Source: an optimization exercise on an open RTL-to-GDS flow (aim: small area). Production flows keep margins and buffers that such runs may drop. RTL that was checked went through simulation tests only; none was proved equivalent to the original. No functional check of the RTL was part of runs 2 to 6. Power is estimated from default activity; no workload was simulated.

<file path="flow/run.sh">
#!/bin/bash
# synth_recipe.tcl (not shown) runs the flow's synth.tcl, then flattens the netlist and writes it again
# the make line also repeats each setting of config.mk as NAME=value (left out here)
make -C /OpenROAD-flow-scripts/flow DESIGN_CONFIG=/design/flow/config.mk WORK_HOME=/design/flow/orfs CLKGATE_MAP_FILE= SYNTH_SCRIPT=/design/flow/synth_recipe.tcl finish
</file>
<file path="flow/config.mk">
export PLATFORM = sky130hd
export DESIGN_NAME = mult_top
export DESIGN_NICKNAME = mult_top
export VERILOG_FILES = /design/flow/design.v
export SDC_FILE = /design/flow/constraint.sdc
export NUM_CORES = 4
export LEC_CHECK = 0
export CAP_MARGIN = 20
export CELL_PAD_IN_SITES_DETAIL_PLACEMENT = 1
export CELL_PAD_IN_SITES_GLOBAL_PLACEMENT = 2
export CORE_MARGIN = 2
export CORE_UTILIZATION = 30
export SLEW_MARGIN = 20
</file>
<file path="flow/constraint.sdc">
create_clock -name core_clock -period 10.0 [get_ports {clk}]
set_input_delay 2.0000 -clock core_clock [delete_from_list [all_inputs] [get_ports {clk}]]
set_output_delay 2.0000 -clock core_clock [all_outputs]
set_load 0.01 [all_outputs]
</file>
<file path="flow/design.v">
`timescale 1ns / 1ps
module ROBA(
    input [15:0] x,
    input [15:0] y,
    output [31:0] p
    );
wire [15:0] x_abs;
wire [15:0] y_abs;
wire x_sign;
wire y_sign;
assign x_sign = x[15];
assign y_sign = y[15];
sec_complement_w16 abs_X
        (
         .data_in(x),
         .sign(x[15]),
         .data_out(x_abs)
         );
sec_complement_w16 abs_Y
        (
         .data_in(y),
         .sign(y[15]),
         .data_out(y_abs)
         ); 
wire [15:0] x_round;
rounding_mod RoundX(x_abs,x_round);
wire [15:0] y_round;
rounding_mod RoundY(y_abs,y_round);
wire [3:0] x_enc;
PriorityEncoder_16 EncX(x_round,x_enc);
wire [3:0] y_enc;
PriorityEncoder_16 EncY(y_round,y_enc);
wire [31:0] xr_Y;
Barrel32L XRtimesY( y_abs, x_enc, xr_Y);
wire [31:0] yr_X;
Barrel32L YRtimesX( x_abs, y_enc, yr_X);
wire [31:0] yr_yx;
Barrel32L YRtimesXR( x_round, y_enc, yr_yx);
wire [31:0] P;
assign P = xr_Y + yr_X;
wire [31:0] prod_abs;
wire [31:0] Z;
assign Z = yr_yx;
wire [31:0] tmp;
wire [31:0] tmp1;
wire [31:0] tmp2;
assign tmp = (P ^ Z);
assign tmp1 = (P << 1);
assign tmp2 = ( P & Z) << 1;
wire zero_op;
assign zero_op = ~(|x) | ~(|y);
assign prod_abs = zero_op ? 32'd0 : (P - Z);
wire prod_sign;
assign prod_sign = x_sign ^ y_sign;
sec_complement_w32 sign_P
        (
         .data_in(prod_abs),
         .sign(prod_sign),
         .data_out(p)
         );
endmodule
module rounding_mod(
    input [15:0] data_in,
    output [15:0] data_out
);
    wire [15:0] tmp;
    genvar i;
    generate
    for (i=3; i<14; i=i+1) 
      begin
        assign tmp[i] = &(~data_in[15:i+1]);
        assign data_out[i] = ((~(data_in[i]) & data_in[i-1] & data_in[i-2]) | (data_in[i] & ~data_in[i-1])) & tmp[i];
      end
    endgenerate
    assign data_out[15] = (~data_in[15] & data_in[14] & data_in[13]) | (data_in[15] & ~data_in[14]);
    assign data_out[14] = ((~data_in[14] & data_in[13] & data_in[12]) | (data_in[14] & ~data_in[13])) & ~data_in[15];
    assign data_out[2] = data_in[2] & ~data_in[1] & (&(~data_in[15:3]));
    assign data_out[1] = data_in[1] & (&(~data_in[15:2]));
    assign data_out[0] = data_in[0] & (&(~data_in[15:1]));
endmodule
module PriorityEncoder_16(
    input [15:0] data_i,
    output reg [3:0] code_o
    );
	always @*
		case (data_i)
	     16'b0000000000000001 : code_o = 4'b0000;
         16'b0000000000000010 : code_o = 4'b0001;
         16'b0000000000000100 : code_o = 4'b0010;
         16'b0000000000001000 : code_o = 4'b0011;
         16'b0000000000010000 : code_o = 4'b0100;
         16'b0000000000100000 : code_o = 4'b0101;
         16'b0000000001000000 : code_o = 4'b0110;
         16'b0000000010000000 : code_o = 4'b0111;
		 16'b0000000100000000 : code_o = 4'b1000;
         16'b0000001000000000 : code_o = 4'b1001;
         16'b0000010000000000 : code_o = 4'b1010;
         16'b0000100000000000 : code_o = 4'b1011;
         16'b0001000000000000 : code_o = 4'b1100;
         16'b0010000000000000 : code_o = 4'b1101;
         16'b0100000000000000 : code_o = 4'b1110;
         16'b1000000000000000 : code_o = 4'b1111;
			default     : code_o = 4'b0000;
		endcase
endmodule
module Barrel32L(
    input [15:0] data_i,
    input [3:0] shift_i,
    output reg [31:0] data_o
    );
   always @*
      case (shift_i)
         4'b0000: data_o = data_i;
         4'b0001: data_o = data_i << 1;
         4'b0010: data_o = data_i << 2;
         4'b0011: data_o = data_i << 3;
         4'b0100: data_o = data_i << 4;
         4'b0101: data_o = data_i << 5;
         4'b0110: data_o = data_i << 6;
         4'b0111: data_o = data_i << 7;
         4'b1000: data_o = data_i << 8;
         4'b1001: data_o = data_i << 9;
         4'b1010: data_o = data_i << 10;
         4'b1011: data_o = data_i << 11;
         4'b1100: data_o = data_i << 12;
         4'b1101: data_o = data_i << 13;
         4'b1110: data_o = data_i << 14;
         default: data_o = data_i << 15;
      endcase
endmodule
module sec_complement_w16
  (
   input [15:0] data_in,
   input sign,
   output [15:0] data_out
   );
  wire [15:0]     w_C;
  genvar  ii;
  generate
    for (ii=1; ii<16; ii=ii+1) 
      begin: pc
         assign data_out[ii] = data_in[ii] ^ (sign & w_C[ii-1]);
      end
  endgenerate
 genvar jj;
  generate
    for (jj=1; jj<16; jj=jj+1) 
      begin: kk
        assign w_C[jj] = (data_in[jj] | w_C[jj-1]);
      end
  endgenerate
  assign w_C[0] =  data_in[0];  
  assign data_out[0] = data_in[0];    
endmodule  
module sec_complement_w32
  (
   input [31:0] data_in,
   input sign,
   output [31:0] data_out
   );
  wire [31:0]     w_C;
  genvar  ii;
  generate
    for (ii=1; ii<32; ii=ii+1) 
      begin: pc
         assign data_out[ii] = data_in[ii] ^ (sign & w_C[ii-1]);
      end
  endgenerate
 genvar jj;
  generate
    for (jj=1; jj<32; jj=jj+1) 
      begin: kk
        assign w_C[jj] = (data_in[jj] | w_C[jj-1]);
      end
  endgenerate
  assign w_C[0] =  data_in[0];  
  assign data_out[0] = data_in[0];    
endmodule  
`timescale 1ns / 1ps
module mult_top(
    input clk,
    input  [15:0] x,
    input  [15:0] y,
    output reg [31:0] p_out
    );
    wire [31:0] P_vec;
    reg [15:0] X_vec;
    reg [15:0] Y_vec;
    ROBA mult(X_vec,Y_vec,P_vec); 
    always @(posedge clk) 
    begin
        p_out <= P_vec;
        X_vec <= x;
        Y_vec <= y;
    end
endmodule 
</file>
==> summary.md, run 1 <==
| Metric | Value |
|---|---|
| Die Ht | between 150 and 200 um |
| Hold path depth | 5 |
| Switching power total | 949.5 uW |
| Status | no timing/DRC/antenna violations |
| Share of cells above drive strength 1 | 10.94% |
| Critical path depth | 24 |
| Mapped Cells | 1523 |
| Layout Skew | 0.005187 ns |
| Unrepaired setup endpoints after global routing | no |
| Gp weighted congestion | just under 0.9 |
| IR drop worst, VDD | 0.1416 mV |
| Starting Density | ~30% |
| Nets | about 1600 |
| Synth warn | 3 |
| Fin Setup TNS | 0 ns |
| Fmax | between 100 and 150 MHz |
| IO buf count | 64 |
| CTS clk-pin slew, worst paths | approximately 0.06 ns |
| Mean Syn Cell Area | ~7.1 um2 |
| Cts bufs inserted | 9 |
| Sequential Power Share | between 10% and 20% |
| Core Rows | 69 |
| RR Startpoint | Y_vec[0]$_DFF_P_ |
| Post-route minimum period | between 8 and 9 ns |
| Worst slew margin | a little under 30% |
| CP Max Fanout | 15 |
| Most common library cell in the layout ignoring fill and taps | o22ai_1 |
| Sink Count | 64 |
| Worst path buffer plus inverter count | 1 |
| First-pass DRT Iterations | 6 |
| Final setup viols | 0 |
| Cts-stage hold buffer count | 0 |
| R2R setup slack | 1.29 ns |
| Hpwl dp | between 30 and 40 mm |
| Most frequent cells in the layout | o22ai_1 (153), nor2_1 (135), o21ai_0 (96), nand2_1 (88), buf_4 (86) |
| Maxcap violations | 0 |
| Die Footprint | ~37000 um2 |
| DRC Markers | 0 |
| Delay-heaviest family, CP | simple AND/OR/NAND/NOR gates |
| Max stage delay cell, worst path | or4_1 |
| Clk latency of the worst-skew pair | roughly 0.37 ns |
| CORE AREA | around 35000 um2 |
| DRT iter0 DRCs | approximately 1300 |
| Placed insts | roughly 2000 |
| Setup repair bufs after CTS | 0 |
| CTS H-tree depth | 3 |
| Clock Tree Root | clkbuf_16 |
| Remaining antenna violation count | 0 |
| Layout Cells excl Fill | 1987 |
| CTS tree | done |
| Final worst path period share | 87.14% |
| Worst setup SP type | flop |
| Wire per inst | between 20 and 30 um |
| Synth cell types | 94 |
| Crit path launch | Y_vec[0]$_DFF_P_ |
| Synth top area cells | dfxtp_1 (12%), o22ai_1 (9.0%), fa_1 (5.8%) |
| Synth area leader | dfxtp_1 |
| Worst setup path category | reg2reg |
| Worst-margin pin slew | 1.067 ns |
| CP Capture Point | p_out[31]$_DFF_P_ |
| Synthesized area | approximately 11000 um2 |
| EDFF count, synth | 0 |
| Final wirelength | about 53 mm |
| Layout area overhead | 15.12% |
| Hold Crit Class | reg2reg |
| Vias in the first global route | around 13000 |
| GR Util All Layers | roughly 28% |
| Vias | around 13000 |
| Die width | ~190 um |
| Sw Ratio | ~47% |
| Pin count of the biggest net entering global routing | 36 |
| Diodes inserted | 0 |
| Ys async rst share | 0% |
| LEAKAGE | ~4.6 nW |
| Cells on worst reg2reg path | 24 |
| CP Capture Type | flop |
| CTS Buffer Depth | 2 |
| First-pass GRT wire length | slightly above 80 mm |
| Ports | 65 |
| Top cell type's share of synthesized area | 11.92% |
| Avg Vias per Cell | approximately 6.6 |
| Worst path cell trace | or4_1 -> o41a_1 -> xor2_1 -> nor2_2 -> and4_1 -> nand3_1 -> or3_1 -> o22ai_1 -> a221o_1 -> or4_1 -> fa_1 -> inv_1 -> ha_1 -> a21o_1 -> a21oi_1 -> o21ai_0 -> or2_2 -> o211a_1 -> o41a_1 -> a311o_1 -> xor2_1 -> o21ai_0 -> or3_1 -> a32o_1 |
| Yosys reg bits | between 60 and 70 |
| Syn Nets | between 1500 and 2000 |
| Sequential fraction of the synthesis area | 11.92% |
| Reg2reg end | p_out[31]$_DFF_P_ |
| Grt ovf | 0 |
| Gate power share | between 60% and 70% |
| CP arrival | about 9.0 ns |
| Worst path max stage delay | 0.81 ns |
| Number of gates resized after cts | 0 |
| Clock power share | 17.3% |
| Synth Flop Type | dfxtp_1 |
| Internal power | about 1.1 mW |
| Final Slew Violations | 0 |
| Critical Path RT | roughly 10 ns |
| Initial antenna violation count | 0 |
| Final Hold Viols | 0 |
| PD cells | 162.7 nW/um2 |
flip-flops by register name, summed over array words and instances (netlist names):
name and count:
X_vec 16, Y_vec 16, p_out 32
cell usage after synthesis (all sizes together) (12+ instances only):
master   count
a221oi      23
o22ai      154
nor3        44
a211oi      17
nand2       92
o211ai      21
clkbuf     127
nand3       33
and3        18
o221ai      39
fa          31
inv         75
o31ai       15
or3         12
xor2        53
nor4        17
a222oi      32
xnor2       48
ha          32
o21ai      112
nor2       139
a2111oi     12
a31oi       12
a21oi       87
a21o        16
o21a        14
dfxtp       64
buf         37
cells by family (layout without fill, tap and decap cells):
| logic type | after synthesis | after routing | share of synthesized area, % |
|---|---|---|---|
| flip-flops | 64 | 64 | 11.92 |
| multiplexers | 8 | 8 | 0.7564 |
| buffers and inverters | 239 | 242 | 8.844 |
| AO/OA/AOI/OAI | 629 | 629 | 40.99 |
| adder cells (fa/ha/maj) | 63 | 63 | 9.496 |
| XOR/XNOR | 101 | 101 | 8.437 |
| AND/OR/NAND/NOR | 419 | 419 | 19.56 |
per-stage QoR:
stage	area, um2	worst slack (ns)	hold WS, ns	power (mW)	utilization [%]
after floorplan	10750	2.809	0.9522	1.239	-
after global placement	12060	1.553	1.133	1.645	34.07
after detailed placement	12060	1.358	1.131	1.658	34.07
after CTS	12380	1.339	1.155	2.023	34.96
after global routing	12380	0.7728	1.208	2.187	34.97
final	12380	1.286	1.145	2.013	34.97
area by class of cell:
type,instances,area (um2)
multi-input combinational,1220,8616
clock buffer,11,252.7
timing repair buffer,151,1306
clock inverter,5,62.56
inverter,75,281.5
sequential,64,1281
tap,461,576.8
fill,4391,23020
layer usage:
| layer | track usage, % | share of wire, % |
|---|---|---|
| met1 | 37.32 | 43 |
| met2 | 43.37 | 44 |
| met3 | 4.794 | 7.6 |
| met4 | 15.38 | 5.5 |
| met5 | 0 | 0 |
worst min-delay path by stage:
| stage | start | endpoint | slack [ns] |
|---|---|---|---|
| final | X_vec[15]$_DFF_P_ | p_out[27]$_DFF_P_ | 1.14 |
| after global routing | Y_vec[15]$_DFF_P_ | p_out[27]$_DFF_P_ | 1.21 |
| after CTS | Y_vec[15]$_DFF_P_ | p_out[27]$_DFF_P_ | 1.16 |
| after detailed placement | X_vec[15]$_DFF_P_ | p_out[27]$_DFF_P_ | 1.13 |
| after global placement | X_vec[15]$_DFF_P_ | p_out[17]$_DFF_P_ | 1.13 |
| after floorplan | X_vec[11]$_DFF_P_ | p_out[24]$_DFF_P_ | 0.95 |
tightest hold or removal path, cell delays in order (launching register included):
cell and delay (ns):
dfxtp_1 0.30, buf_4 0.24, xor2_1 0.20, buf_4 0.19, nand2_1 0.09, xnor2_1 0.07
power by group through the flow:
stage	logic (mW)	clock network, mW	registers [mW]
2_1_floorplan	0.874	0	0.365
3_3_place_gp	1.29	0	0.351
3_5_place_dp	1.31	0	0.353
4_1_cts	1.31	0.361	0.348
5_1_grt	1.46	0.372	0.355
6_report	1.32	0.349	0.347
==> inputs of run 2 (changes only) <==
==> flow/design.v (replaced) <==
`timescale 1ns / 1ps
module ROBA(
    input [15:0] x,
    input [15:0] y,
    output [31:0] p
    );
wire [15:0] a = x[15] ? -x : x;
wire [15:0] b = y[15] ? -y : y;
function [4:0] rexp;   
    input [15:0] v;
    integer i;
    reg [3:0] e;
    reg up;
    begin
        e = 4'd0; up = 1'b0;
        for (i = 1; i < 16; i = i + 1)
            if (v[i]) begin
                e = i;
                up = (i >= 2) ? v[i-1] : 1'b0;
            end
        rexp = {up, e + up};
    end
endfunction
wire [4:0] ra = rexp(a);
wire [4:0] rb = rexp(b);
wire [3:0] ea = ra[3:0];
wire [3:0] eb = rb[3:0];
wire [16:0] d;
genvar i;
generate
    for (i = 0; i < 15; i = i + 1) begin : g_d
        assign d[i] = (|b[15:i+1]) ? b[i] : rb[4];
    end
endgenerate
assign d[15] = rb[4];
assign d[16] = rb[4];
wire nza = |x;
wire nzb = |y;
wire [31:0] t1 = {16'd0, a & {16{nzb}}} << eb;
wire [16:0] dm = d & {17{nza}};
wire [31:0] t2 = {{15{dm[16]}}, dm} << ea;
wire [31:0] pa = t1 + t2;
assign p = (x[15] ^ y[15]) ? -pa : pa;
endmodule
`timescale 1ns / 1ps
module mult_top(
    input clk,
    input  [15:0] x,
    input  [15:0] y,
    output reg [31:0] p_out
    );
    wire [31:0] P_vec;
    reg [15:0] X_vec;
    reg [15:0] Y_vec;
    ROBA mult(X_vec,Y_vec,P_vec);
    always @(posedge clk)
    begin
        p_out <= P_vec;
        X_vec <= x;
        Y_vec <= y;
    end
endmodule
==> flow/flow/run.sh (new file) <==
#!/bin/bash
# Own area-oriented synthesis (flow/synth.tcl), then the standard layout
# with single-strength port buffers. Full tool output goes to flow.log here;
# ORFS's per-step logs are under orfs/logs/.
set -euo pipefail
HERE=$(pwd)
export MY_FA=0
export MY_ABC_SCRIPT=$HERE/flow/abc_area.script
bash standard.sh SYNTH_SCRIPT=$HERE/flow/synth.tcl \
  "BUFFER_PORTS_ARGS=-buffer_cell sky130_fd_sc_hd__buf_1" finish > $HERE/flow.log 2>&1
==> flow/flow/abc_area.script (new file) <==
strash
dch -f
amap
topo
==> flow/flow/synth.tcl (new file) <==
# Area-oriented synthesis: ORFS's synth.tcl without the Kogge-Stone adder map
# and (optionally) without full-adder extraction, with an area ABC script.
proc synth {args} { yosys synth -nofsm -noshare {*}$args }
source $::env(SCRIPTS_DIR)/synth_preamble.tcl
read_checkpoint $::env(RESULTS_DIR)/1_1_yosys_canonicalize.rtlil
hierarchy -check -top $::env(DESIGN_NAME)
synth -flatten -run :fine
synth -top $::env(DESIGN_NAME) -run fine:
chformal -remove
delete t:\$print
renames -wire
opt -purge
if { [env_var_equals MY_FA 1] } {
  extract_fa
  techmap -map $::env(ADDER_MAP_FILE)
  techmap
  opt -fast -purge
}
dfflibmap {*}$lib_args {*}$lib_dont_use_args
opt
setundef -zero
set my_abc_args [list -script $::env(MY_ABC_SCRIPT) {*}$lib_args {*}$lib_dont_use_args]
abc {*}$my_abc_args
splitnets
opt_clean -purge
hilomap -singleton -hicell {*}$::env(TIEHI_CELL_AND_PORT) -locell {*}$::env(TIELO_CELL_AND_PORT)
insbuf -buf {*}$::env(MIN_BUF_CELL_AND_PORTS)
tee -o $::env(REPORTS_DIR)/synth_stat.txt stat {*}$lib_args
check -assert -mapped
# left out here: clear keep_hierarchy, flatten, clean up, hide names made inside functions, write 1_2_yosys.v
log_cmd exec cp $::env(SDC_FILE) $::env(RESULTS_DIR)/1_synth.sdc
==> flow/standard.sh (new file) <==
#!/bin/bash
# synth_recipe.tcl (not shown) runs the flow's synth.tcl, then flattens the netlist and writes it again
# the make line also repeats each setting of config.mk as NAME=value (left out here)
make -C /OpenROAD-flow-scripts/flow DESIGN_CONFIG=/design/flow/config.mk WORK_HOME=/design/flow/orfs CLKGATE_MAP_FILE= SYNTH_SCRIPT=/design/flow/synth_recipe.tcl "${@:-finish}"
removed: flow/run.sh
==> summary.md, run 2 <==
| Metric | Value |
|---|---|
| Cts bufs inserted | 9 (unchanged) |
| Share of cells above drive strength 1 | 13.61% (+2.7 points) |
| Synth cell count leaders | nor2_1 (163), o21ai_0 (107), a21oi_1 (90), nand2_1 (90), clkinv_1 (66) |
| Ports | 65 (unchanged) |
| Final wirelength | 18.42 mm (-65%) |
| Largest registers | p_out: 32 flops, X_vec: 16 flops, Y_vec: 16 flops |
| Synth cell types | 32 (-66%) |
| Switching power total | 539.8 uW (-43%) |
| GR Util All Layers | 20.41% (-7.7 points) |
| CTS tree | done |
| Post-route minimum period | 9.272 ns (+0.5580 ns) |
| Diodes inserted | 0 (unchanged) |
| Starting Density | 30.32% (-0.053 points) |
| Worst path max stage delay | 0.41 ns (-0.40 ns) |
| Wire per inst | 15.42 um (-42%) |
| Most flops, register | p_out |
| Worst setup path category | reg2reg |
| CTS H-tree depth | 3 (unchanged) |
| CORE AREA | 17120 um2 (-52%) |
| IO buf count | 64 (unchanged) |
| CP dominant cell by count | nor2_1 |
| Met3 Use GR | 2.993% (-1.8 points) |
| Initial antenna violation count | 0 (unchanged) |
| Sequential Power Share | 24.7% (+7.5 points) |
| CTS Buffer Depth | 2 (unchanged) |
| Fmax | 107.9 MHz (-6.0%) |
| Synth Flop Type | dfxtp_1 |
| Count leader, synth | nor2_1 |
| Grt ovf | 0 (unchanged) |
| Vias | 6393 (-51%) |
| Final Slew Violations | 0 (unchanged) |
| Max stage delay cell, worst path | or3_1 |
| Syn Nets | 854 (-47%) |
| Mean Syn Cell Area | 6.322 um2 (-10%) |
| LEAKAGE | 2.417 nW (-48%) |
| Hpwl dp | 14.29 mm (-62%) |
| Avg Vias per Cell | 5.350 (-18%) |
| Met2 Use GR | 35.03% (-8.3 points) |
| Busiest grt layer | met2 |
| Remaining antenna violation count | 0 (unchanged) |
| M1 GR Usage | 26.69% (-11 points) |
| Gate power share | 48.2% (-17 points) |
| Ys async rst share | 0% (unchanged) |
| IR drop worst, VDD | 0.1024 mV (-28%) |
| Sequential fraction of the synthesis area | 24.69% (+13 points) |
| Maxcap violations | 0 (unchanged) |
| Synthesized area | 5190 um2 (-52%) |
| Crit path launch | Y_vec[1]$_DFF_P_ |
| Sink Count | 64 (unchanged) |
| CP Capture Type | flop |
| Placed Area | 6165 um2 (-49%) |
| Gp weighted congestion | 0.8541 (-1.2%) |
| Hold Crit Start | X_vec[14]$_DFF_P_ |
| CP arrival | 9.50 ns (+0.52 ns) |
| RR Startpoint | Y_vec[1]$_DFF_P_ |
| Placed insts | 1168 (-41%) |
| DRT iter0 DRCs | 371 (-71%) |
| Layout Skew | 0.006743 ns (+0.001556 ns) |
| Die Footprint | 18370 um2 (-51%) |
| Top cell type's share of synthesized area | 24.69% (+13 points) |
| Nets | 998 (-38%) |
| Core Rows | 48 (-30%) |
| Most frequent cells in the layout | nor2_1 (155), o21ai_0 (97), nand2_1 (90), a21oi_1 (88), buf_4 (69) |
| Post-route cell area | 6774 um2 (-45%) |
| Clock Tree Root | clkbuf_16 |
| Die width | 135.5 um (-30%) |
| Die Ht | 135.5 um (-30%) |
| Worst setup SP type | flop |
| Clock power share | 27.1% (+9.8 points) |
| Pin count of the biggest net entering global routing | 26 (-28%) |
| Layout Cells excl Fill | 1195 (-40%) |
| Synth area leader | dfxtp_1 |
| Internal power | 758.8 uW (-29%) |
| Mapped Cells | 821 (-46%) |
| Critical Path RT | 10.23 ns (-0.04 ns) |
| First-pass DRT Iterations | 4 (-2) |
| Final worst path period share | 92.72% (+5.6 points) |
| Cts-stage hold buffer count | 0 (unchanged) |
| Synth warn | 2 (-1) |
| DRC Markers | 0 (unchanged) |
| CTS clk-pin slew, worst paths | 0.06 ns (about the same) |
| Clk latency of the worst-skew pair | 0.35 ns (-0.02 ns) |
| CP Max Fanout | 3 (-12) |
| Most common library cell in the layout ignoring fill and taps | nor2_1 |
| Sw Ratio | 41.57% (-5.6 points) |
| Worst-margin pin slew | 0.6441 ns (-0.4232 ns) |
| Layout area overhead | 30.52% |
| EDFF count, synth | 0 (unchanged) |
| Final Hold Viols | 0 (unchanged) |
| Yosys reg bits | 64 (unchanged) |
| First-pass GRT wire length | 30.25 mm (-63%) |
| Synth top area cells | dfxtp_1 (25%), nor2_1 (12%), o22a_1 (11%) |
| Hold Crit Class | reg2reg |
| Vias in the first global route | 6243 (-53%) |
| PD cells | 191.7 nW/um2 (+18%) |
| Max reg flops | 32 (unchanged) |
| Pwr Total | 1.299 mW (-35%) |
| Status | no timing/DRC/antenna violations |
| Worst slew margin | 57.06% (+28 points) |
| Final setup viols | 0 (unchanged) |
run 2: cell type report:
type	count	area (um2)
multi-input combinational	691	3879
timing repair buffer	133	758.2
clock inverter	5	80.08
tap	225	281.5
clock buffer	11	242.7
inverter	66	251.5
fill	2306	10340
sequential	64	1281
run 2: cell families after synthesis:
logic type | share of synthesized area (%)
AOI/OAI and AO/OA | 44.26
DFF | 24.69
and+or+nand+nor | 26.28
buffers and inverters | 4.773
run 2: final timing paths:
kind | endpoint | cells after the start | slack (ns)
max | p_out[30]$_DFF_P_ | 52 | 0.73
min | p_out[30]$_DFF_P_ | 3 | 0.96
max reg2reg | p_out[30]$_DFF_P_ | 52 | 0.73
min reg2reg | p_out[30]$_DFF_P_ | 3 | 0.96
run 2: repair_timing:
action	in CTS	in global routing
resized for setup	3	56
setup buffers	0	11
setup endpoints to repair	4	13
pin swaps	0	9
run 2: worst max-delay path, delay by kind of cell (launching register included):
family | cells | cell delay (ns)
simple gates | 36 | 6.50
compound gates | 11 | 1.79
buf+inv | 5 | 0.58
flops | 1 | 0.32
run 2: stage by stage:
step | setup TNS (ns) | worst slack, ns | hold slack [ns] | util, %
final | 0 | 0.7281 | 0.9573 | 39.58
after global routing | -0.1202 | -0.07506 | 1.039 | 39.58
after CTS | 0 | 0.01849 | 0.9421 | 38.01
after detailed placement | -0.2467 | -0.1383 | 0.9156 | 36.02
after global placement | 0 | 0.1715 | 0.9355 | 36.02
after floorplan | 0 | 0.05879 | 0.7219 | -
run 2: per-layer routing:
metal | share of wire [%] | up-vias
li1 | - | 3320
met3 | 2.4 | 15
met5 | 0 | -
met4 | 1.3 | 0
met1 | 49 | 2997
met2 | 47 | 61
run 2: power by group through the flow:
| stage | Sequential [mW] | Clock, mW | Combinational [mW] |
|---|---|---|---|
| 3_5_place_dp | 0.325 | 0 | 0.596 |
| 2_1_floorplan | 0.347 | 0 | 0.396 |
| 5_1_grt | 0.326 | 0.369 | 0.710 |
| 6_report | 0.321 | 0.352 | 0.625 |
| 4_1_cts | 0.321 | 0.365 | 0.602 |
| 3_3_place_gp | 0.324 | 0 | 0.584 |
==> inputs of run 3 (changes only) <==
==> flow/flow/run.sh (replaced) <==
#!/bin/bash
# Own area-oriented synthesis (flow/synth.tcl), then the standard layout
# with single-strength port buffers and a small clock tree. Full tool output
# goes to flow.log here; ORFS's per-step logs are under orfs/logs/.
set -euo pipefail
HERE=$(pwd)
export MY_FA=0
export MY_ABC_SCRIPT=$HERE/flow/abc_area.script
bash standard.sh SYNTH_SCRIPT=$HERE/flow/synth.tcl \
  "BUFFER_PORTS_ARGS=-buffer_cell sky130_fd_sc_hd__buf_1" \
  "CTS_ARGS=-sink_clustering_enable -repair_clock_nets -dont_use_dummy_load -root_buf sky130_fd_sc_hd__clkbuf_8 -buf_list sky130_fd_sc_hd__clkbuf_4 -sink_clustering_size 16" \
  finish > $HERE/flow.log 2>&1
--- a/flow/config.mk
+++ b/flow/config.mk
@@ -8,6 +8,7 @@
 export CAP_MARGIN = 20
-export CELL_PAD_IN_SITES_DETAIL_PLACEMENT = 1
-export CELL_PAD_IN_SITES_GLOBAL_PLACEMENT = 2
+export CELL_PAD_IN_SITES_DETAIL_PLACEMENT = 0
+export CELL_PAD_IN_SITES_GLOBAL_PLACEMENT = 0
 export CORE_MARGIN = 2
-export CORE_UTILIZATION = 30
+export CORE_UTILIZATION = 50
+export GPL_TIMING_DRIVEN = 0
 export SLEW_MARGIN = 20
==> summary.md, run 3 <==
| Metric | Value |
|---|---|
| Register Area | 1286 um2 (+0.39%) |
| Clk latency of the worst-skew pair | 0.36 ns (about the same) |
| Max stage delay cell, worst path | or3_4 |
| Final setup viols | 0 (unchanged) |
| CP Max Fanout | 4 (+1) |
| Synth cell count leaders | nor2_1 (163), o21ai_0 (107), a21oi_1 (90), nand2_1 (90), clkinv_1 (66) |
| Top cell type's share of synthesized area | 24.69% (unchanged) |
| Avg Vias per Cell | 5.918 (+11%) |
| Placed insts | 1024 (-12%) |
| IO buf count | 64 (unchanged) |
| Worst setup path category | reg2reg |
| Final WS setup | 0.6277 ns (-0.1004 ns) |
| Most common library cell in the layout ignoring fill and taps | nor2_1 |
| Ports | 65 (unchanged) |
| Cells on worst reg2reg path | 51 (-1.9%) |
| Synthesized area | 5190 um2 (unchanged) |
| Wire per inst | 15.05 um (-2.4%) |
| Gate power share | 55.3% (+7.1 points) |
| Fin util | 62.42% (+23 points) |
| First-pass DRT Iterations | 5 (+1) |
| Share of cells above drive strength 1 | 11.83% (-1.8 points) |
| Vias in the first global route | 5410 (-13%) |
| Delay-heaviest family, CP | simple AND/OR/NAND/NOR gates |
| DRT iter0 DRCs | 432 (+16%) |
| Final wirelength | 15.91 mm (-14%) |
| Worst setup SP type | flop |
| Worst path max stage delay | 0.40 ns (about the same) |
| Count leader, synth | nor2_1 |
| Worst slew margin | 42.82% (-14 points) |
| Post-route minimum period | 9.372 ns (+0.1004 ns) |
| Final Slew Violations | 0 (unchanged) |
| CP Capture Type | flop |
| Critical Path RT | 10.23 ns (about the same) |
| Mapped Cells | 821 (unchanged) |
| Cts-stage hold buffer count | 0 (unchanged) |
| First-pass GRT wire length | 24.81 mm (-18%) |
| Fmax | 106.7 MHz (-1.1%) |
| Synth Flop Type | dfxtp_1 |
| FILL cells | 966 (-58%) |
| Internal power | 606.1 uW (-20%) |
| Cts bufs inserted | 9 (unchanged) |
| Hold path depth | 3 (unchanged) |
| Mean Syn Cell Area | 6.322 um2 (unchanged) |
| Most frequent cells in the layout | nor2_1 (153), o21ai_0 (93), nand2_1 (86), a21oi_1 (86) |
| LEAKAGE | 2.169 nW (-10%) |
| Clock Tree Root | clkbuf_8 |
| Maxcap violations | 0 (unchanged) |
| IR drop worst, VDD | 0.1773 mV (+73%) |
| Sw Ratio | 45.13% (+3.6 points) |
| Layout area overhead | 22.49% |
| Worst path buffer plus inverter count | 3 (-2) |
| CTS Buffer Depth | 2 (unchanged) |
| CTS tree | done |
| Diodes inserted | 0 (unchanged) |
| DRC Markers | 0 (unchanged) |
| CTS H-tree depth | 3 (unchanged) |
| Final worst path period share | 93.72% (+1.0 points) |
| Final Hold Viols | 0 (unchanged) |
| Sequential Power Share | 29.1% (+4.4 points) |
| Syn Nets | 854 (unchanged) |
| Pin count of the biggest net entering global routing | 25 (-3.8%) |
| Sequential fraction of the synthesis area | 24.69% (unchanged) |
| CTS clk-pin slew, worst paths | 0.07 ns (about the same) |
| Worst-margin pin slew | 0.8487 ns (+0.2046 ns) |
| CORE AREA | 10180 um2 (-40%) |
| Synth top area cells | dfxtp_1 (25%), nor2_1 (12%), o22a_1 (11%) |
| Critical path depth | 51 (-1.9%) |
| Grt ovf | 0 (unchanged) |
| EDFF count, synth | 0 (unchanged) |
| Layout Cells excl Fill | 1057 (-12%) |
| Remaining antenna violation count | 0 (unchanged) |
| Layout Skew | 0.009620 ns (+0.002876 ns) |
| Hold_ws | 0.9321 ns (-0.02515 ns) |
| Hpwl dp | 11.45 mm (-20%) |
| Die Ht | 105.9 um (-22%) |
| Initial antenna violation count | 0 (unchanged) |
| Die width | 105.9 um (-22%) |
| Synth warn | 2 (unchanged) |
| Switching power total | 498.5 uW (-7.6%) |
| Synth cell types | 32 (unchanged) |
| Sink Count | 64 (unchanged) |
| Ys async rst share | 0% (unchanged) |
| PD cells | 173.8 nW/um2 (-9.4%) |
| CP arrival | 9.60 ns (+0.10 ns) |
| Max reg flops | 32 (unchanged) |
| Vias | 6255 (-2.2%) |
| GR Util All Layers | 27.41% (+7.0 points) |
| Multi-input logic area | 4073 um2 (+5.0%) |
| Starting Density | 50.96% (+21 points) |
| Synth area leader | dfxtp_1 |
| Largest registers | p_out: 32 flops, X_vec: 16 flops, Y_vec: 16 flops |
| Core Rows | 37 (-23%) |
| Dpl ws | -1.913 ns (-1.774 ns) |
| Most flops, register | p_out |
| Nets | 956 (-4.2%) |
| Yosys reg bits | 64 (unchanged) |
| Hold Crit Class | reg2reg |
| Die Footprint | 11210 um2 (-39%) |
| Clock power share | 15.6% (-12 points) |
| Gp weighted congestion | 0.9016 (+5.6%) |
| Status | no timing/DRC/antenna violations |
| CP dominant cell by count | nor2_1 |
[run 3: cell counts after synthesis]
No cell type changed its count.
[run 3: metrics by stage]
step | TNS (ns) | power, mW | area [um2]
after floorplan | 0 | 0.7429 | 5201
after global placement | -18.81 | 0.8587 | 5612
after detailed placement | -17.28 | 0.8766 | 5667
after CTS | 0 | 1.066 | 5944
after global routing | -0.6692 | 1.194 | 6357
final | 0 | 1.105 | 6357
[run 3: logic make-up (layout without fill, tap and decap cells)]
| logic type | after synthesis | after routing | synth area share (%) |
|---|---|---|---|
| buffers and inverters | 66 | 163 | 4.773 |
| AOI/OAI and AO/OA | 369 | 371 | 44.26 |
| and+or+nand+nor | 322 | 323 | 26.28 |
| DFF | 64 | 64 | 24.69 |
[run 3: power by group through the flow]
stage	clock [mW]	combinational [mW]	sequential [mW]
5_1_grt	0.183	0.686	0.325
6_report	0.173	0.611	0.321
2_1_floorplan	0	0.396	0.347
3_5_place_dp	0	0.552	0.325
3_3_place_gp	0	0.534	0.324
4_1_cts	0.177	0.568	0.321
[run 3: path summary, 6_finish.rpt]
| check | slack (ns) | end | startpoint |
|---|---|---|---|
| setup / recovery | 0.63 | p_out[30]$_DFF_P_ | Y_vec[1]$_DFF_P_ |
| setup reg to reg | 0.63 | p_out[30]$_DFF_P_ | Y_vec[1]$_DFF_P_ |
| hold reg to reg | 0.93 | p_out[31]$_DFF_P_ | X_vec[15]$_DFF_P_ |
| hold / removal | 0.93 | p_out[31]$_DFF_P_ | X_vec[15]$_DFF_P_ |
[run 3: final cells by class]
| class | count | share of cell area [%] |
|---|---|---|
| multi-input cells | 694 | 64.06 |
| repair buffers | 87 | 6.613 |
| flip-flops and latches | 64 | 20.23 |
| inverters | 66 | 4.389 |
| clock buffers | 9 | 1.948 |
| repair inverters | 1 | 0.07872 |
| well taps | 136 | 2.677 |
[run 3: routing by layer]
layer | share of wire [%] | global-route usage (%) | routed length [um]
met5 | 0 | 0 | 0
met4 | 2.6 | 11.18 | 420
met3 | 4.6 | 4.762 | 732
met2 | 48 | 46.87 | 7661
met1 | 45 | 34.03 | 7097
[run 3: worst reg2reg max path, delay by kind of cell (launching register included)]
kind                   cells  cell delay, ns
AO/OA/AOI/OAI             10            1.60
flip-flops                 1            0.31
buffers and inverters      3            0.30
AND/OR/NAND/NOR           38            7.00
[run 3: repair_timing]
item | 4_1_cts | 5_1_grt
gates resized for setup | 35 | 68
setup endpoints to repair | 16 | 12
setup buffers | 2 | 18
cloned | 2 | 2
pin swaps | 4 | 17
==> inputs of run 4 (changes only) <==
--- a/flow/design.v
+++ b/flow/design.v
@@ -2,9 +2,8 @@
 module ROBA(
-    input [15:0] x,
-    input [15:0] y,
+    input [15:0] a,
+    input [15:0] b,
+    input        s,
     output [31:0] p
     );
-wire [15:0] a = x[15] ? -x : x;
-wire [15:0] b = y[15] ? -y : y;
-function [4:0] rexp;   
+function [4:0] rexp;
     input [15:0] v;
@@ -36,9 +35,7 @@
 assign d[16] = rb[4];
-wire nza = |x;
-wire nzb = |y;
-wire [31:0] t1 = {16'd0, a & {16{nzb}}} << eb;
-wire [16:0] dm = d & {17{nza}};
-wire [31:0] t2 = {{15{dm[16]}}, dm} << ea;
-wire [31:0] pa = t1 + t2;
-assign p = (x[15] ^ y[15]) ? -pa : pa;
+wire [15:0] am = a - s;
+wire [45:0] t1w = {15'd0, am, {15{s}}} << eb;
+wire [30:0] t1 = t1w[45:15];
+wire [30:0] t2 = {{14{d[16]}}, d} << ea;
+assign p = {s, {31{s}} ^ (t1 + t2)};
 endmodule
@@ -51,11 +48,16 @@
     );
+    reg [15:0] X_abs;
+    reg [15:0] Y_abs;
+    reg        P_sign;
     wire [31:0] P_vec;
-    reg [15:0] X_vec;
-    reg [15:0] Y_vec;
-    ROBA mult(X_vec,Y_vec,P_vec);
+    wire nz = (|x) & (|y);
+    wire [15:0] xa = x[15] ? -x : x;
+    wire [15:0] ya = y[15] ? -y : y;
+    ROBA mult(X_abs, Y_abs, P_sign, P_vec);
     always @(posedge clk)
     begin
-        p_out <= P_vec;
-        X_vec <= x;
-        Y_vec <= y;
+        p_out  <= P_vec;
+        X_abs  <= xa & {16{nz}};
+        Y_abs  <= ya & {16{nz}};
+        P_sign <= (x[15] ^ y[15]) & nz;
     end
--- a/flow/flow/run.sh
+++ b/flow/flow/run.sh
@@ -10,3 +10,3 @@
   "BUFFER_PORTS_ARGS=-buffer_cell sky130_fd_sc_hd__buf_1" \
-  "CTS_ARGS=-sink_clustering_enable -repair_clock_nets -dont_use_dummy_load -root_buf sky130_fd_sc_hd__clkbuf_8 -buf_list sky130_fd_sc_hd__clkbuf_4 -sink_clustering_size 16" \
+  "CTS_ARGS=-sink_clustering_enable -repair_clock_nets -dont_use_dummy_load -root_buf sky130_fd_sc_hd__clkbuf_8 -buf_list sky130_fd_sc_hd__clkbuf_8 -sink_clustering_size 32" \
   finish > $HERE/flow.log 2>&1
==> flow/flow/abc_area.script (replaced) <==
strash
dch -f
amap
topo
stime -c
upsize -c -D 8000
dnsize -c -D 8000
--- a/flow/flow/synth.tcl
+++ b/flow/flow/synth.tcl
@@ -22,2 +22,5 @@
 set my_abc_args [list -script $::env(MY_ABC_SCRIPT) {*}$lib_args {*}$lib_dont_use_args]
+if { [env_var_exists_and_non_empty MY_ABC_D] } {
+  lappend my_abc_args -D $::env(MY_ABC_D) -constr $::env(OBJECTS_DIR)/abc.constr
+}
 abc {*}$my_abc_args
--- a/flow/config.mk
+++ b/flow/config.mk
@@ -7,3 +7,3 @@
 export LEC_CHECK = 0
-export CAP_MARGIN = 20
+export CAP_MARGIN = 0
 export CELL_PAD_IN_SITES_DETAIL_PLACEMENT = 0
@@ -13,2 +13,2 @@
 export GPL_TIMING_DRIVEN = 0
-export SLEW_MARGIN = 20
+export SLEW_MARGIN = 0
==> summary.md, run 4 <==
| Metric | Value |
|---|---|
| CP Capture Type | flop |
| Die Ht | 106.8 um (+0.90%) |
| Gp weighted congestion | 0.9405 (+4.3%) |
| Reg2reg end | p_out[28]$_DFF_P_ |
| Vias | 6073 (-2.9%) |
| LEAKAGE | 2.015 nW (-7.1%) |
| Mean Syn Cell Area | 6.488 um2 (+2.6%) |
| Worst slew margin | 17.83% (-25 points) |
| Starting Density | 51.45% (+0.49 points) |
| Share of cells above drive strength 1 | 3.007% (-8.8 points) |
| Ports | 65 (unchanged) |
| Worst setup path category | reg2reg |
| Syn Nets | 848 (-0.70%) |
| Synthesized area | 5288 um2 (+1.9%) |
| Die Footprint | 11410 um2 (+1.8%) |
| Diodes inserted | 0 (unchanged) |
| Sink Count | 65 (+1.6%) |
| Synth Flop Type | dfxtp_1 |
| Top cell type's share of synthesized area | 24.61% (-0.077 points) |
| Most common library cell in the layout ignoring fill and taps | nor2_1 |
| Sequential Power Share | 31.7% (+2.6 points) |
| CORE AREA | 10280 um2 (+0.91%) |
| Maxcap violations | 0 (unchanged) |
| Pin count of the biggest net entering global routing | 41 (+64%) |
| Cts-stage hold buffer count | 0 (unchanged) |
| R2R setup slack | 1.17 ns (+0.54 ns) |
| Final wirelength | 14.11 mm (-11%) |
| Most flops, register | p_out |
| Initial antenna violation count | 0 (unchanged) |
| Multi-input logic area | 3672 um2 (-9.8%) |
| First-pass GRT wire length | 23.55 mm (-5.1%) |
| Die width | 106.8 um (+0.90%) |
| Yosys reg bits | 65 (+1.6%) |
| Max stage delay cell, worst path | o21ai_2 |
| Synth cell types | 31 (-3.1%) |
| Hold_ws | 0.7107 ns (-0.2214 ns) |
| Synth warn | 2 (unchanged) |
| Clock Tree Root | clkbuf_8 |
| Clk latency of the worst-skew pair | 0.34 ns (-0.02 ns) |
| Critical Path RT | 10.19 ns (-0.04 ns) |
| IR drop worst, VDD | 0.1104 mV (-38%) |
| Register Area | 1303 um2 (+1.3%) |
| Most frequent cells in the layout | nor2_1 (134), nand2_1 (103), o21ai_0 (92), clkinv_1 (90), o22a_1 (68) |
| Remaining antenna violation count | 0 (unchanged) |
| Hpwl dp | 10.85 mm (-5.2%) |
| CTS clk-pin slew, worst paths | 0.06 ns (about the same) |
| Layout area overhead | 12.35% |
| CTS tree | done |
| Sequential fraction of the synthesis area | 24.61% (-0.077 points) |
| Hold path depth | 0 (-3) |
| CP arrival | 9.02 ns (-0.58 ns) |
| PD cells | 182.6 nW/um2 (+5.1%) |
| Final setup viols | 0 (unchanged) |
| Count leader, synth | nor2_1 |
| Cells on worst reg2reg path | 53 (+3.9%) |
| GR Util All Layers | 25.27% (-2.1 points) |
| Worst setup SP type | flop |
| Internal power | 612.7 uW (+1.1%) |
| DRT iter0 DRCs | 401 (-7.2%) |
| Mapped Cells | 815 (-0.73%) |
| Fmax | 113.2 MHz (+6.1%) |
| Vias in the first global route | 5271 (-2.6%) |
| Nets | 933 (-2.4%) |
| IO buf count | 64 (unchanged) |
| Worst path max stage delay | 0.75 ns (+0.35 ns) |
| Cts bufs inserted | 9 (unchanged) |
| RR Startpoint | Y_abs[3]$_DFF_P_ |
| Switching power total | 471.8 uW (-5.4%) |
| Synth cell count leaders | nor2_1 (134), nand2_1 (103), o21ai_0 (94) |
| Worst-margin pin slew | 1.232 ns (+0.3838 ns) |
| CTS Buffer Depth | 2 (unchanged) |
| Fin util | 57.80% (-4.6 points) |
| Synth area leader | dfxtp_1 |
| Avg Vias per Cell | 5.873 (-0.75%) |
| DRC Markers | 0 (unchanged) |
| Hold Crit Start | P_sign$_DFF_P_ |
| Final Hold Viols | 0 (unchanged) |
| Pwr Total | 1.085 mW (-1.8%) |
| Post-route minimum period | 8.835 ns (-0.5376 ns) |
| Layout Skew | 0.01081 ns (+0.001194 ns) |
| Status | no timing/DRC/antenna violations |
| Final worst path period share | 88.35% (-5.4 points) |
| Grt ovf | 0 (unchanged) |
| EDFF count, synth | 0 (unchanged) |
| Largest registers | p_out: 32 flops, X_abs: 16 flops, Y_abs: 16 flops |
| Sw Ratio | 43.50% (-1.6 points) |
| Crit path launch | Y_abs[3]$_DFF_P_ |
| Gate power share | 52.9% (-2.4 points) |
| First-pass DRT Iterations | 5 (unchanged) |
| Max reg flops | 32 (unchanged) |
| Min-Delay Endpoint | p_out[31]$_DFF_P_ |
| Wire per inst | 13.65 um (-9.3%) |
| Core Rows | 37 (unchanged) |
| Synth top area cells | dfxtp_1 (25%), o22a_1 (11%), nor2_1 (9.5%) |
| Clock power share | 15.4% (-0.2 points) |
| Hold Crit Class | reg2reg |
| CTS H-tree depth | 3 (unchanged) |
| CP Max Fanout | 24 (+20) |
| Ys async rst share | 0% (unchanged) |
| Final Slew Violations | 0 (unchanged) |
| FILL cells | 1086 (+12%) |
-- run 4: critical path, delay by kind of cell, from the launching register on --
kind                   cells  cell delay [ns]
AO/OA/AOI/OAI             26             4.76
AND/OR/NAND/NOR           21             2.50
buffers and inverters      6             1.01
flip-flops                 1             0.40
-- run 4: what timing repair did --
action	in CTS	in global routing
setup buffers	0	8
resized for setup	0	5
setup endpoints to repair	0	13
-- run 4: cell type report --
| cell class | count | area share [%] |
|---|---|---|
| clock buffers | 9 | 2.085 |
| inverters | 92 | 5.876 |
| multi-input cells | 658 | 61.82 |
| flip-flops and latches | 65 | 21.93 |
| well taps | 136 | 2.864 |
| repair buffers | 74 | 5.434 |
-- run 4: logic make-up after synthesis --
| family | share of synthesized area [%] |
|---|---|
| and+or+nand+nor | 20.68 |
| AOI/OAI and AO/OA | 48.18 |
| buffers and inverters | 6.531 |
| DFF | 24.61 |
-- run 4: worst max-delay path by stage --
stage,end,cells after the start,slack [ns]
after floorplan,p_out[28]$_DFF_P_,52,2.10
after global placement,p_out[28]$_DFF_P_,51,0.52
after detailed placement,p_out[28]$_DFF_P_,52,0.47
after CTS,p_out[28]$_DFF_P_,52,0.42
after global routing,p_out[28]$_DFF_P_,53,-0.005
final,p_out[28]$_DFF_P_,53,1.17
-- run 4: per-stage QoR --
stage	instances	setup TNS (ns)	instance area [um2]	setup slack, ns
2_1_floorplan	815	0	5288	2.103
3_3_place_gp	1015	0	5698	0.5213
3_5_place_dp	1017	0	5725	0.4710
4_1_cts	1026	0	5849	0.4224
5_1_grt	1034	-0.005052	5941	-0.005052
6_report	1034	0	5941	1.165
-- run 4: power groups by stage --
stage	Clock, mW	Combinational [mW]	Sequential (mW)
2_1_floorplan	0	0.393	0.372
3_3_place_gp	0	0.543	0.349
3_5_place_dp	0	0.556	0.350
4_1_cts	0.174	0.558	0.345
5_1_grt	0.183	0.650	0.351
6_report	0.167	0.574	0.344
-- run 4: routing by layer --
layer	global-route usage, %	vias up	routed length (um)
met1	33.08	2690	6739
met5	0	-	0
met4	7.328	0	196
met2	42.58	131	6501
li1	-	3238	-
met3	4.438	14	674
==> inputs of run 5 (changes only) <==
--- a/flow/flow/run.sh
+++ b/flow/flow/run.sh
@@ -10,3 +10,3 @@
   "BUFFER_PORTS_ARGS=-buffer_cell sky130_fd_sc_hd__buf_1" \
-  "CTS_ARGS=-sink_clustering_enable -repair_clock_nets -dont_use_dummy_load -root_buf sky130_fd_sc_hd__clkbuf_8 -buf_list sky130_fd_sc_hd__clkbuf_8 -sink_clustering_size 32" \
+  "CTS_ARGS=-sink_clustering_enable -repair_clock_nets -dont_use_dummy_load -root_buf sky130_fd_sc_hd__clkbuf_16 -buf_list sky130_fd_sc_hd__clkbuf_16 -sink_clustering_size 64" \
   finish > $HERE/flow.log 2>&1
==> summary.md, run 5 <==
| Metric | Value |
|---|---|
| Nets | 933 (unchanged) |
| LEAKAGE | 2.061 nW (+2.3%) |
| Remaining antenna violation count | 0 (unchanged) |
| Hpwl dp | 10.85 mm (unchanged) |
| Fmax | 113.2 MHz (about the same) |
| Layout area overhead | 14.27% |
| Ports | 65 (unchanged) |
| Synth top area cells | dfxtp_1 (25%), o22a_1 (11%), nor2_1 (9.5%) |
| Post-route minimum period | 8.837 ns (+0.001750 ns) |
| Synth Flop Type | dfxtp_1 |
| Synth warn | 2 (unchanged) |
| Synth cell count leaders | nor2_1 (134), nand2_1 (103), o21ai_0 (94) |
| CTS tree | done |
| CTS Buffer Depth | 2 (unchanged) |
| Register Area | 1303 um2 (unchanged) |
| Most frequent cells in the layout | nor2_1 (134), nand2_1 (103), o21ai_0 (92), clkinv_1 (90), o22a_1 (68) |
| Final wirelength | 14.08 mm (-0.25%) |
| Mean Syn Cell Area | 6.488 um2 (unchanged) |
| Hold path depth | 0 (unchanged) |
| Max reg flops | 32 (unchanged) |
| GR Util All Layers | 25.50% (+0.23 points) |
| Maxcap violations | 0 (unchanged) |
| Synth cell types | 31 (unchanged) |
| Min-Delay Endpoint | p_out[31]$_DFF_P_ |
| Hold Crit Class | reg2reg |
| Initial antenna violation count | 0 (unchanged) |
| First-pass GRT wire length | 23.72 mm (+0.70%) |
| Core Rows | 37 (unchanged) |
| Fin Setup TNS | 0 ns (unchanged) |
| Avg Vias per Cell | 5.890 (+0.28%) |
| RR Startpoint | Y_abs[3]$_DFF_P_ |
| Die width | 106.8 um (unchanged) |
| CP Max Fanout | 24 (unchanged) |
| Yosys reg bits | 65 (unchanged) |
| Cts bufs inserted | 9 (unchanged) |
| First-pass DRT Iterations | 5 (unchanged) |
| Worst setup path category | reg2reg |
| Clock Tree Root | clkbuf_16 |
| Status | no timing/DRC/antenna violations |
| IO buf count | 64 (unchanged) |
| Most common library cell in the layout ignoring fill and taps | nor2_1 |
| Layout Skew | 0.01064 ns (-0.0001780 ns) |
| Reg2reg end | p_out[28]$_DFF_P_ |
| Worst-margin pin slew | 1.200 ns (-0.03242 ns) |
| Gp weighted congestion | 0.9405 (unchanged) |
| CP Capture Type | flop |
| CORE AREA | 10280 um2 (unchanged) |
| Hold Crit Start | P_sign$_DFF_P_ |
| DRT iter0 DRCs | 421 (+5.0%) |
| Pin count of the biggest net entering global routing | 41 (unchanged) |
| Multi-input logic area | 3672 um2 (unchanged) |
| CP arrival | 9.02 ns (about the same) |
| Cts-stage hold buffer count | 0 (unchanged) |
| Vias | 6090 (+0.28%) |
| Final Slew Violations | 0 (unchanged) |
| Most flops, register | p_out |
| Placed insts | 1017 (unchanged) |
| Share of cells above drive strength 1 | 3.007% (unchanged) |
| Vias in the first global route | 5262 (-0.17%) |
| PD cells | 194.2 nW/um2 (+6.4%) |
| Clk latency of the worst-skew pair | 0.33 ns (about the same) |
| DRC Markers | 0 (unchanged) |
| R2R setup slack | 1.16 ns (about the same) |
| Final setup viols | 0 (unchanged) |
| Cells on worst reg2reg path | 53 (unchanged) |
| Diodes inserted | 0 (unchanged) |
| CTS clk-pin slew, worst paths | 0.05 ns (about the same) |
| Worst slew margin | 19.99% (+2.2 points) |
| Largest registers | p_out: 32 flops, X_abs: 16 flops, Y_abs: 16 flops |
| Worst setup SP type | flop |
| Count leader, synth | nor2_1 |
| Sequential fraction of the synthesis area | 24.61% (unchanged) |
| EDFF count, synth | 0 (unchanged) |
| Wire per inst | 13.61 um (-0.25%) |
| Ys async rst share | 0% (unchanged) |
| IR drop worst, VDD | 0.1127 mV (+2.1%) |
| Mapped Cells | 815 (unchanged) |
| Critical Path RT | 10.18 ns (about the same) |
| Starting Density | 51.45% (unchanged) |
| CTS H-tree depth | 3 (unchanged) |
| Final worst path period share | 88.37% (about the same) |
| Max stage delay cell, worst path | o21ai_2 |
| Synthesized area | 5288 um2 (unchanged) |
| FILL cells | 1059 (-2.5%) |
| Top cell type's share of synthesized area | 24.61% (unchanged) |
| Synth area leader | dfxtp_1 |
| Syn Nets | 848 (unchanged) |
| Final Hold Viols | 0 (unchanged) |
| Layout Cells excl Fill | 1034 (unchanged) |
| Grt ovf | 0 (unchanged) |
| Sink Count | 65 (unchanged) |
| Die Ht | 106.8 um (unchanged) |
| Worst path max stage delay | 0.75 ns (about the same) |
| Die Footprint | 11410 um2 (unchanged) |
==> run 5: cell counts after synthesis <==
No cell type changed its count.
==> run 5: through the flow <==
step	cell area (um2)	total power [mW]	worst slack (ns)	hold slack (ns)	util, %
after floorplan	5288	0.7651	2.103	0.7562	-
after global placement	5698	0.8919	0.5213	1.066	55.44
after detailed placement	5725	0.9063	0.4710	1.058	55.71
after CTS	5951	1.167	0.4075	1.063	57.90
after global routing	6042	1.273	-0.02836	0.7785	58.79
final	6042	1.174	1.164	0.7134	58.79
==> run 5: routing by layer <==
metal	routed length (um)	global-route usage [%]
met5	0	0
met4	164	7.236
met3	702	4.438
met2	6531	43.27
met1	6677	33.23
==> run 5: power by group <==
| part | leakage [nW] | total [mW] | switching [mW] | internal [mW] |
|---|---|---|---|---|
| sequential | 0.547 | 0.345 | 0.0255 | 0.319 |
| combinational | 1.40 | 0.573 | 0.359 | 0.214 |
| clock | 0.111 | 0.256 | 0.0989 | 0.157 |
| total | 2.06 | 1.17 | 0.483 | 0.690 |
==> run 5: how the worst max path moves through the flow <==
stage                           startpoint                end  slack (ns)  depth (start not counted)
after floorplan           Y_abs[3]$_DFF_P_  p_out[28]$_DFF_P_        2.10                         52
after global placement    Y_abs[3]$_DFF_P_  p_out[28]$_DFF_P_        0.52                         51
after detailed placement  Y_abs[3]$_DFF_P_  p_out[28]$_DFF_P_        0.47                         52
after CTS                 Y_abs[3]$_DFF_P_  p_out[28]$_DFF_P_        0.41                         52
after global routing      Y_abs[3]$_DFF_P_  p_out[28]$_DFF_P_       -0.03                         53
final                     Y_abs[3]$_DFF_P_  p_out[28]$_DFF_P_        1.16                         53
==> run 5: kinds of logic (layout without fill, tap and decap cells) <==
family          Yosys count  after routing  synth area share [%]
compound gates          386            386                 48.18
flops                    65             65                 24.61
simple gates            272            272                 20.68
buf+inv                  92            175                 6.531
==> run 5: cell type report <==
type	instances	share of cell area (%)
clock buffer	9	3.727
inverter	92	5.778
multi-input combinational	658	60.78
sequential	65	21.56
tap	136	2.816
timing repair buffer	74	5.343
==> run 5: worst max-delay path: cells and delay by family (launching register included) <==
kind | cells | cell delay, ns
simple gates | 21 | 2.49
buf+inv | 6 | 1.01
compound gates | 26 | 4.76
flops | 1 | 0.39
==> run 5: timing repair <==
item | 4_1_cts | 5_1_grt
gates resized for setup | 0 | 5
endpoints found under the setup margin | 0 | 13
buffers inserted | 0 | 8
==> inputs of run 6 (changes only) <==
--- a/flow/flow/run.sh
+++ b/flow/flow/run.sh
@@ -10,3 +10,3 @@
   "BUFFER_PORTS_ARGS=-buffer_cell sky130_fd_sc_hd__buf_1" \
-  "CTS_ARGS=-sink_clustering_enable -repair_clock_nets -dont_use_dummy_load -root_buf sky130_fd_sc_hd__clkbuf_16 -buf_list sky130_fd_sc_hd__clkbuf_16 -sink_clustering_size 64" \
+  "CTS_ARGS=-sink_clustering_enable -repair_clock_nets -dont_use_dummy_load -root_buf sky130_fd_sc_hd__clkbuf_4 -buf_list sky130_fd_sc_hd__clkbuf_4" \
   finish > $HERE/flow.log 2>&1
==> flow/flow/abc_area.script (replaced) <==
strash
dc2
dch -f
amap
strash
dc2
dch -f
amap
topo
stime -c
upsize -c -D 9000
dnsize -c -D 9000
==> summary.md, run 6 <==
| Metric | Value |
|---|---|
| Status | no timing/DRC/antenna violations |
| Worst setup SP type | flop |
| Final wirelength | 15.22 mm (+8.1%) |
| Worst-margin pin slew | 0.7478 ns (-0.4523 ns) |
| Synth cell count leaders | nor2_1 (207), nand2_1 (100), o21ai_0 (94) |
| Worst slew margin | 49.91% (+30 points) |
| Layout area overhead | 20.45% |
| Pin count of the biggest net entering global routing | 40 (-2.4%) |
| Worst path max stage delay | 0.35 ns (-0.40 ns) |
| First-pass DRT Iterations | 5 (unchanged) |
| Critical Path RT | 10.36 ns (+0.18 ns) |
| Synth cell types | 27 (-13%) |
| Sequential Power Share | 30.4% (+1.0 points) |
| Synth Area in Compound Gates | 43.45% (-4.7 points) |
| Post-route minimum period | 8.911 ns (+0.07477 ns) |
| Simple-Gate Fraction of Synth Area | 26.79% (+6.1 points) |
| Die width | 104.7 um (-2.0%) |
| PD cells | 186.4 nW/um2 (-4.0%) |
| Synth Area in XOR/XNOR | 0.1727% (+0.17 points) |
| Sw Ratio | 45.61% (+4.4 points) |
| Clock Tree Root | clkbuf_4 |
| CP dominant cell by count | nor2_1 |
| Busiest grt layer | met2 |
| Largest registers | p_out: 32 flops, X_abs: 16 flops, Y_abs: 16 flops |
| Die Footprint | 10960 um2 (-3.9%) |
| Ys async rst share | 0% (unchanged) |
| Hpwl dp | 11.05 mm (+1.8%) |
| Core Rows | 36 (-2.7%) |
| Cts bufs inserted | 9 (unchanged) |
| Gate power share | 58.4% (+9.6 points) |
| M1 GR Usage | 33.75% (+0.52 points) |
| Most flops, register | p_out |
| Final setup viols | 0 (unchanged) |
| Synth area leader | dfxtp_1 |
| CTS Buffer Depth | 2 (unchanged) |
| CORE AREA | 9819 um2 (-4.5%) |
| Register Area | 1305 um2 (+0.19%) |
| Dpl ws | -1.011 ns (-1.482 ns) |
| Mapped Cells | 806 (-1.1%) |
| Fin Setup TNS | 0 ns (unchanged) |
| IO buf count | 64 (unchanged) |
| Avg Vias per Cell | 5.734 (-2.6%) |
| Worst setup path category | reg2reg |
| Synthesized area | 5071 um2 (-4.1%) |
| Vias in the first global route | 5221 (-0.78%) |
| Nets | 958 (+2.7%) |
| IR drop worst, VDD | 0.1216 mV (+7.9%) |
| FILL cells | 993 (-6.2%) |
| Sequential fraction of the synthesis area | 25.66% (+1.1 points) |
| Placed insts | 1005 (-1.2%) |
| CTS H-tree depth | 3 (unchanged) |
| Die Ht | 104.7 um (-2.0%) |
| Starting Density | 51.64% (+0.19 points) |
| Top cell type's share of synthesized area | 25.66% (+1.1 points) |
| Syn Nets | 839 (-1.1%) |
| Synth top area cells | dfxtp_1 (26%), nor2_1 (15%), o22a_1 (12%) |
| DRT iter0 DRCs | 409 (-2.9%) |
| Synth warn | 2 (unchanged) |
| Sink Count | 65 (unchanged) |
| Most common library cell in the layout ignoring fill and taps | nor2_1 |
| Final Slew Violations | 0 (unchanged) |
| Initial antenna violation count | 0 (unchanged) |
| First-pass GRT wire length | 23.65 mm (-0.29%) |
| Max reg flops | 32 (unchanged) |
| Multi-input logic area | 3767 um2 (+2.6%) |
| Layout Cells excl Fill | 1056 (+2.1%) |
| Ports | 65 (unchanged) |
| Grt ovf | 0 (unchanged) |
| Gp weighted congestion | 0.9352 (-0.56%) |
| Yosys reg bits | 65 (unchanged) |
| CP arrival | 9.27 ns (+0.25 ns) |
| Wire per inst | 14.41 um (+5.9%) |
| CP Max Fanout | 10 (-58%) |
| LEAKAGE | 2.253 nW (+9.3%) |
| Vias | 6055 (-0.57%) |
| Clk latency of the worst-skew pair | 0.46 ns (+0.13 ns) |
| Layout Skew | 0.03315 ns (+0.02251 ns) |
| Max stage delay cell, worst path | dfxtp_1 |
| Placed Area | 5507 um2 (-3.8%) |
| Hold_ws | 0.6689 ns (-0.04442 ns) |
| Post-route cell area | 6108 um2 (+1.1%) |
| Switching power total | 519.4 uW (+7.5%) |
| Met2 Use GR | 44.86% (+1.6 points) |
| DRC Markers | 0 (unchanged) |
| EDFF count, synth | 0 (unchanged) |
| Final worst path period share | 89.11% (+0.75 points) |
| CP Capture Type | flop |
| Internal power | 619.4 uW (-10%) |
| Count leader, synth | nor2_1 |
| Mux contribution to synthesized area | 0% (unchanged) |
| GR Util All Layers | 26.31% (+0.81 points) |
| Remaining antenna violation count | 0 (unchanged) |
| Final Hold Viols | 0 (unchanged) |
| Mean Syn Cell Area | 6.292 um2 (-3.0%) |
| Maxcap violations | 0 (unchanged) |
| Final WS setup | 1.089 ns (-0.07477 ns) |
| Synth Flop Type | dfxtp_1 |
| CTS tree | done |
| Synth Area in Adders | 0% (unchanged) |
| CTS clk-pin slew, worst paths | 0.11 ns (+0.06 ns) |
| Met3 Use GR | 4.928% (+0.49 points) |
| Clock power share | 11.2% (-11 points) |
| Most frequent cells in the layout | nor2_1 (203), nand2_1 (98), o21ai_0 (87), o22a_1 (71), a21oi_1 (66) |
| Hold Crit Class | reg2reg |
| Fmax | 112.2 MHz (-0.84%) |
| Largest family of logic cells by synthesized area | compound AO/OA/AOI/OAI gates |
| Diodes inserted | 0 (unchanged) |
| Share of cells above drive strength 1 | 10.08% (+7.1 points) |
==> run 6: changes by cell type after synthesis, moves of 10 or more <==
| cell | delta |
|---|---|
| a22oi_1 | -14 |
| a31oi_1 | -10 |
| nor2_1 | +73 |
| a311oi_1 | -12 |
| a211oi_1 | +23 |
| or2_0 | -10 |
| o21a_1 | -14 |
| a221oi_1 | -17 |
| clkinv_1 | -38 |
==> run 6: path summary, 6_finish.rpt <==
kind / from / endpoint / slack, ns / depth (start not counted)
worst min register to register: P_sign$_DFF_P_ / p_out[31]$_DFF_P_ / 0.67 / 0
worst max-delay path: Y_abs[5]$_DFF_P_ / p_out[30]$_DFF_P_ / 1.09 / 69
worst min-delay path: P_sign$_DFF_P_ / p_out[31]$_DFF_P_ / 0.67 / 0
worst max register to register: Y_abs[5]$_DFF_P_ / p_out[30]$_DFF_P_ / 1.09 / 69
==> run 6: worst max-delay path, delay by kind of cell, from the launching register on <==
kind / cells / cell delay, ns
AO/OA/AOI/OAI: 30 / 4.48
AND/OR/NAND/NOR: 36 / 3.46
buffers and inverters: 3 / 0.52
flip-flops: 1 / 0.35
==> run 6: layer usage <==
layer  wire length (um)  vias to the layer above  part of all wire, %
met1               6905                     2656                   45
met4                255                        0                  1.7
met3               1007                       28                  6.6
met5                  0                        -                    0
met2               7051                      194                   46
li1                   -                     3177                    -
==> run 6: layout make-up <==
cell class | instances | share of cell area (%)
timing repair buffer | 104 | 8.972
timing repair inverter | 2 | 0.2253
tap | 133 | 2.724
multi-input combinational | 690 | 61.68
sequential | 65 | 21.36
clock buffer | 9 | 1.106
inverter | 53 | 3.933
==> run 6: logic make-up after synthesis <==
group	after synthesis
xor+xnor	1
compound gates	345
buf+inv	53
simple gates	342
flops	65
==> run 6: power by group through the flow <==
stage	logic [mW]	registers (mW)	clock network [mW]
final	0.665	0.347	0.127
after CTS	0.598	0.347	0.130
after detailed placement	0.593	0.352	0
after global placement	0.579	0.351	0
after floorplan	0.416	0.377	0
after global routing	0.744	0.354	0.140
==> run 6: per-stage QoR <==
| step | power [mW] | util (%) |
|---|---|---|
| final | 1.139 | 62.21 |
| after global routing | 1.238 | 62.21 |
| after CTS | 1.075 | 57.30 |
| after detailed placement | 0.9450 | 56.08 |
| after global placement | 0.9305 | 55.78 |
| after floorplan | 0.7926 | - |
==> run 6: timing repair <==
item	4_1_cts	5_1_grt
hold buffers	0	0
gates resized for setup	16	45
cloned	0	4
setup buffers	0	38
hold endpoints to repair	0	0
pin swaps	0	9
endpoints found under the setup margin	7	7

[port drivers added, routing unchanged]
The flow's constraints put no driver on any port. The routed layouts listed below were extracted and timed again, unchanged, in two steps.
Step 1: set_driving_cell puts a clkbuf_16 on clk and a buf_2 on each other input, an assumption about the parent block.
Step 2 adds t to the input delays and takes it off the output delays; t is the mean of the earliest and latest rising clock arrival at the registers after step 1. Input paths then give back, and output paths get back, about the clock's delay inside the block.
Three values: ideal ports, drivers, drivers and shift; two values: the first two.
run	shift t [ns]	slack for setup (ns)	worst setup path at the end	clock arrival spread, ns	cell pins on the clock port's net
run 1	0.425	1.286 / 1.286 / 1.286	register to register	0.005 / 0.005	1
run 2	0.392	0.728 / 0.728 / 0.728	register to register	0.007 / 0.006	1
run 3	0.396	0.628 / 0.628 / 0.628	register to register	0.010 / 0.010	1
run 4	0.370	1.165 / 1.165 / 1.165	register to register	0.011 / 0.011	1
run 5	0.369	1.164 / 1.164 / 1.164	register to register	0.011 / 0.010	1
run 6	0.472	1.089 / 1.089 / 1.089	register to register	0.033 / 0.034	1
After both steps every run listed still meets setup and hold.
